Context: an optimization exercise on an open-source flow, tuned for small area, a short achievable clock period and few clock cycles. The choices shown serve that exercise and are no tape-out recipe.
Only simulation tests tie the RTL to the original design; equivalence was not proved.

Setup of job 4355:
## std_sdiv_pipe
module std_sdiv_pipe #(
    parameter WIDTH = 32
) (
    input                           reset,
    input                           clk,
    input                           go,
    input  logic signed [WIDTH-1:0] left,
    input  logic signed [WIDTH-1:0] right,
    output logic signed [WIDTH-1:0] out_quotient,
    output logic signed [WIDTH-1:0] out_remainder,
    output logic                    done
);
Size in the first run: roughly 2,000 cells after synthesis, roughly 130 I/O pins.
==> flow/config.mk <==
export PLATFORM = sky130hd
export DESIGN_NAME = std_sdiv_pipe
export DESIGN_NICKNAME = std_sdiv_pipe
export VERILOG_FILES = /design/flow/design.v
export SDC_FILE = /design/flow/constraint.sdc
export NUM_CORES = 4
export LEC_CHECK = 0
export ABC_AREA = 1
export CAP_MARGIN = 20
export CORE_MARGIN = 2
export CORE_UTILIZATION = 40
export PLACE_DENSITY = 0.6
export SETUP_SLACK_MARGIN = 2.1
export SLEW_MARGIN = 20
==> flow/constraint.sdc <==
create_clock -name core_clock -period 6.0 [get_ports {clk}]
set_input_delay 1.2000 -clock core_clock [delete_from_list [all_inputs] [get_ports {clk}]]
set_output_delay 1.2000 -clock core_clock [all_outputs]
set_load 0.01 [all_outputs]
standard.sh (not shown) runs the stock make flow with config.mk's settings and CLKGATE_MAP_FILE= SYNTH_SCRIPT=/design/flow/synth_recipe.tcl, a recipe that flattens the netlist after the stock synthesis.
==> flow/flow/run.sh <==
#!/bin/bash
# The standard layout, with the port buffers made of the platform's
# smallest buffer (sky130_fd_sc_hd__buf_1) instead of the cell buffer_ports
# picks by itself. Every port still gets its own buffer.
set -euo pipefail
export BUFFER_PORTS_ARGS="-buffer_cell sky130_fd_sc_hd__buf_1"
bash standard.sh > standard.log 2>&1
Job 4355 | status: complete | timing, DRC, antenna: pass
Testbench counts of job 4355, summed over its fixed seeds: cycles 12,688.
#### Input delta (job 6744 over job 4355)
- SETUP_SLACK_MARGIN removed (was 2.1)
- ABC_AREA removed (was 1)
==> flow/run.sh (new file) <==
#!/bin/bash
# synth_recipe.tcl (not shown) runs the flow's synth.tcl, then flattens the netlist and writes it again
# the make line also repeats each setting of config.mk as NAME=value (left out here)
make -C /OpenROAD-flow-scripts/flow DESIGN_CONFIG=/design/flow/config.mk WORK_HOME=/design/flow/orfs CLKGATE_MAP_FILE= SYNTH_SCRIPT=/design/flow/synth_recipe.tcl finish
removed: flow/flow/run.sh
removed: flow/standard.sh
Findings:
- Inserted tap cell count: job 6744 < job 4355
- Taking job 4355 as the reference, in job 6744 routed metal-1 wire length now smaller; peak per-stage delay on the critical path now larger.
- Comparing job 4355 against job 6744, there is no change at all in first-pass iteration count of the detailed router.
- [compare] base=job 4355 new=job 6744: final design utilization decreased by 1.1 points relative to the old numbers.
- For the netlist area before placement, job 6744 came in about 12% lower than job 4355 did.
- Of job 6744 and job 4355, job 4355 shows the higher total global routing track utilization, with job 6744 below it.
What job 6776 does differently from job 6744 at the input level:
- putting ABC_AREA at 1 where nothing was set
Findings:
Via count of the first global-routing pass (job 6744 / job 6776): 0.75. Between job 6776 and job 6744, it is job 6776 whose synthesized area per cell is lower, by about 28%. Count of buffers not belonging to the clock network in the layout of job 6776 falls short of that of job 6744 by more than 10%. Job 6776 against job 6744; final area is up by more than 10%. In the flow results for job 6744 and job 6776, the number of cells in the finished layout apart from fillers is larger on job 6776. Job 6776 gives less biggest cell delay along the critical path than job 6744 did. Core utilization ends up higher on job 6744. | initial core utilization | job 6776 vs job 6744 | ≈ equal |. Final estimated routing congestion in global placement was lower in job 6744 than in job 6776.
Modified inputs, job 1897 compared to job 6776
- SETUP_SLACK_MARGIN newly set to 1.8
==> flow/flow/run.sh (new file) <==
#!/bin/bash
# The standard layout, with the port buffers made of the platform's
# smallest buffer (sky130_fd_sc_hd__buf_1) instead of the cell buffer_ports
# picks by itself. Every port still gets its own buffer.
set -euo pipefail
export BUFFER_PORTS_ARGS="-buffer_cell sky130_fd_sc_hd__buf_1"
bash standard.sh > standard.log 2>&1
==> flow/standard.sh (new file) <==
#!/bin/bash
# synth_recipe.tcl (not shown) runs the flow's synth.tcl, then flattens the netlist and writes it again
# the make line also repeats each setting of config.mk as NAME=value (left out here)
make -C /OpenROAD-flow-scripts/flow DESIGN_CONFIG=/design/flow/config.mk WORK_HOME=/design/flow/orfs CLKGATE_MAP_FILE= SYNTH_SCRIPT=/design/flow/synth_recipe.tcl "${@:-finish}"
removed: flow/run.sh
### Flow results
Job 1897 reached the final stage; the timing, design-rule and antenna checks on its layout passed.
The hold slack of job 1897 was inferior to that of job 6776.
The via count in job 1897 was higher than what job 6776 gave.
Number of nets in the layout | job 1897 above job 6776

[port drivers added, routing unchanged]
No port has a modelled driver above. Below, the same layouts with a new extraction and two added sets of constraints.
Step 1 (the two cells are an assumption about what drives the block):
set clk [get_ports {clk}]
set_driving_cell -lib_cell sky130_fd_sc_hd__clkbuf_16 $clk
set_driving_cell -lib_cell sky130_fd_sc_hd__buf_2 [delete_from_list [all_inputs] $clk]
Step 2 moves the port delays by t, midway between the first and last clock arrival at a register: inputs arrive t later, outputs are due t later. That takes back most of the time a late clock gives input paths.
Three values: ideal ports, drivers, drivers and shift; two values: the first two.
run | t, ns | setup WS [ns] | slew at the worst register clock pin (ns) | worst slew at a driven data input, ns
job 4355 | 0.423 | 2.116 / 2.116 / 2.116 | 0.10 / 0.10 | 0.05
job 6744 | 0.411 | 0.396 / 0.396 / 0.396 | 0.09 / 0.09 | 0.05
job 6776 | 0.421 | 1.676 / 1.676 / 1.676 | 0.10 / 0.10 | 0.05
job 1897 | 0.428 | 1.962 / 1.962 / 1.962 | 0.10 / 0.10 | 0.05
After both steps every run listed still meets setup and hold.
